Source: an optimization exercise on an open RTL-to-GDS flow (aim: small area and a short achievable clock period). Production flows keep margins and buffers that such runs may drop. The RTL was checked by simulation tests, not by an equivalence proof against the original design.

// Posit_Multiplier
module Posit_Multiplier(A1, B1, clk, reset, OUT);
  input [0:15] A1, B1;
  input clk, reset;
  output reg [0:15] OUT;
  wire [14:0] ma_in, mb_in;
  pabs u_aa(A1[0], A1[1:15], ma_in);
  pabs u_ab(B1[0], B1[1:15], mb_in);
  reg sa, sb;
  reg [14:0] ma, mb;
  reg rst_d;
  wire [15:0] res;
  always @(posedge clk) begin
    sa <= A1[0];
    sb <= B1[0];
    ma <= ma_in;
    mb <= mb_in;
    rst_d <= reset;
    OUT <= res & {16{~reset}};
  end
  wire [3:0] sha, shb;
  wire [1:0] ea, eb;
  wire [10:0] fa, fb;
  pdec u_da(ma, sha, ea, fa);
  pdec u_db(mb, shb, eb, fb);
  wire [12:0] r;
  pmul_core u_m(fa, fb, r);
  wire c = r[12] | r[11];                  
  wire p22 = ~r[11];                       
  wire [6:0] sca = {~ma[14], sha ^ {4{~ma[14]}}, ea};
  wire [6:0] scb = {~mb[14], shb ^ {4{~mb[14]}}, eb};
  wire [7:0] s0;
  prip #(8) u_sc({sca[6], sca}, {scb[6], scb}, 1'b0, s0);
  wire neg = s0[7];                        
  ...
export LEC_CHECK = 0
export CAP_MARGIN = 20
export CORE_MARGIN = 2
export CORE_UTILIZATION = 40
export SLEW_MARGIN = 20
create_clock -name core_clock -period 60.0 [get_ports {clk}]
standard.sh (not shown) runs the stock make flow with config.mk's settings and CLKGATE_MAP_FILE= SYNTH_SCRIPT=/design/flow/synth_recipe.tcl, a recipe that flattens the netlist after the stock synthesis.
==> flow/flow/run.sh <==
#!/bin/bash
# Layout flow: the standard flow (standard.sh) with these changes.
#  1. Synthesis skips Yosys's internal "abc -fast" before extract_fa, so the
#     full adders written in the RTL are extracted as written.
#  2. The final abc mapping uses flow/abc_area.script (area mapping), except
#     for the modules in FLOW_FAST_MODULES, which keep their hierarchy until
#     the standard flow's script flattens the design and are mapped with
#     flow/abc_fast.script (delay mapping).
#  3. Ports are buffered with sky130_fd_sc_hd__buf_1 cells.
# Registers and their names are those of the standard synthesis.
set -euo pipefail
here=$(pwd)
{
  head -n 1 synth_recipe.tcl
  cat flow/synth_overrides.tcl
  tail -n +2 synth_recipe.tcl
} > flow_synth.tcl
export FLOW_ABC_AREA="$here/flow/abc_area.script"
export FLOW_ABC_FAST="$here/flow/abc_fast.script"
export FLOW_FAST_MODULES="pabs"
bash standard.sh SYNTH_SCRIPT="$here/flow_synth.tcl" \
  "BUFFER_PORTS_ARGS=-buffer_cell sky130_fd_sc_hd__buf_1" SETUP_SLACK_MARGIN=47.1 finish > flow_standard.log 2>&1
==> flow/flow/abc_area.script <==
strash
dch
amap
strash
dch
amap
topo
==> flow/flow/abc_fast.script <==
strash
map
topo
==> flow/flow/synth_overrides.tcl <==
# Overrides for the standard flow's synthesis script (see run.sh).
# synth: the fine stage runs without Yosys's internal "abc -fast", so that
# extract_fa sees the full adders as the RTL writes them.  Modules listed in
# FLOW_FAST_MODULES keep their hierarchy until the end of synthesis (the standard flow's
# script flattens everything before writing the netlist).
proc synth {args} {
  if {[lsearch -exact $args "fine:"] >= 0} {
    yosys synth -nofsm -noshare -noabc {*}$args
  } else {
    if {[info exists ::env(FLOW_FAST_MODULES)]} {
      foreach m $::env(FLOW_FAST_MODULES) {
        yosys setattr -mod -set keep_hierarchy 1 $m
      }
    }
    yosys synth -nofsm -noshare {*}$args
  }
}
# abc: modules in FLOW_FAST_MODULES are mapped with FLOW_ABC_FAST, the rest
# with FLOW_ABC_AREA.
proc abc {args} {
  set i [lsearch -exact $args "-script"]
  if {$i < 0 || ![info exists ::env(FLOW_ABC_AREA)]} {
    yosys abc {*}$args
    return
  }
  set rest [list]
  if {[info exists ::env(FLOW_FAST_MODULES)]} {
    foreach m $::env(FLOW_FAST_MODULES) {
      if {[lindex [yosys select -count $m] 0] == 0} { continue }
      set a $args
      lset a [expr {$i + 1}] $::env(FLOW_ABC_FAST)
      yosys abc {*}$a $m
    }
    set rest [list $::env(DESIGN_NAME)]
  }
  set a $args
  lset a [expr {$i + 1}] $::env(FLOW_ABC_AREA)
  yosys abc {*}$a {*}$rest
}
Next try:
--- a/flow/flow/run.sh
+++ b/flow/flow/run.sh
@@ -22 +22 @@
-  "BUFFER_PORTS_ARGS=-buffer_cell sky130_fd_sc_hd__buf_1" SETUP_SLACK_MARGIN=47.1 finish > flow_standard.log 2>&1
+  "BUFFER_PORTS_ARGS=-buffer_cell sky130_fd_sc_hd__buf_1" finish > flow_standard.log 2>&1
==> flow/flow/abc_area.script (replaced) <==
strash
dch
map -a
topo
- CAP_MARGIN: 20 -> 90
- SLEW_MARGIN: 20 -> 90
Outcome: Now the flow aborted during global routing (DPL-0038); synthesized area climbs by 5.2%; synthesized cell count climbs by 14%.
Next try:
- CAP_MARGIN: 90 -> 20
- SLEW_MARGIN: 90 -> 20
=>
- This time the run produced a clean layout
- synthesized area does not change
- synthesized cell count is unchanged
Next try:
--- a/flow/flow/run.sh
+++ b/flow/flow/run.sh
@@ -22 +22 @@
-  "BUFFER_PORTS_ARGS=-buffer_cell sky130_fd_sc_hd__buf_1" finish > flow_standard.log 2>&1
+  "BUFFER_PORTS_ARGS=-buffer_cell sky130_fd_sc_hd__buf_1" SETUP_SLACK_MARGIN=47.1 finish > flow_standard.log 2>&1
==> flow/flow/abc_area.script (replaced) <==
strash
dch
amap
strash
dch
amap
topo
- CAP_MARGIN: 20 -> 60
- SLEW_MARGIN: 20 -> 60
After rerunning: Clock-buffer cell count went up by 2; worst setup slack gets better by 0.55 ns; worst hold slack gets worse by 0.15 ns; cell area went down by 2.2%; critical path depth went down by 55.
Next try:
--- a/flow/flow/run.sh
+++ b/flow/flow/run.sh
@@ -22 +22 @@
-  "BUFFER_PORTS_ARGS=-buffer_cell sky130_fd_sc_hd__buf_1" SETUP_SLACK_MARGIN=47.1 finish > flow_standard.log 2>&1
+  "BUFFER_PORTS_ARGS=-buffer_cell sky130_fd_sc_hd__buf_1" finish > flow_standard.log 2>&1
==> flow/flow/abc_area.script (replaced) <==
strash
dch
map -a
topo
Result:
- The changed run produced a clean layout
- final area came out higher by 3.3%
- utilization falls by 0.64 points
- worst setup slack hardly moves
- hold slack improves by 0.12 ns
- critical path depth is unchanged
- global-route usage went down by 0.74 points
- cell count is higher by 12%
- routed wire length grows by 2.6%
- non-clock buffer count went down by 6

[static timing again, ports no longer ideal]
Ports are ideal in the flow. The routed layouts listed here were re-timed in OpenROAD.
Step 1, drivers: a clkbuf_16 drives clk and a buf_2 each remaining input, both assumed.
Step 2 adds t to the input delays and takes it off the output delays; t is the mean of the earliest and latest rising clock arrival at the registers after step 1. Input paths then give back, and output paths get back, about the clock's delay inside the block.
Three values: ideal ports, drivers, drivers and shift; two values: the first two.
run | shift t [ns] | setup WS [ns] | worst hold slack (ns) | worst setup path at the end | worst slew at a driven data input, ns
the first run | 0.329 | 47.221 / 47.179 / 46.953 | 0.719 / 0.719 / 0.719 | input to register | 0.03
the third run | 0.326 | 46.675 / 46.675 / 46.521 | 0.867 / 0.867 / 0.867 | input to register | 0.03
the fourth run | 0.329 | 47.226 / 47.185 / 46.941 | 0.715 / 0.715 / 0.715 | input to register | 0.03
the fifth run | 0.325 | 47.228 / 47.191 / 46.932 | 0.838 / 0.838 / 0.838 | input to register | 0.03
After both steps setup and hold are still met in every run listed. The setup slack of the fifth run, which loses most, moves by -0.037 ns with the drivers and by -0.296 ns with both steps.
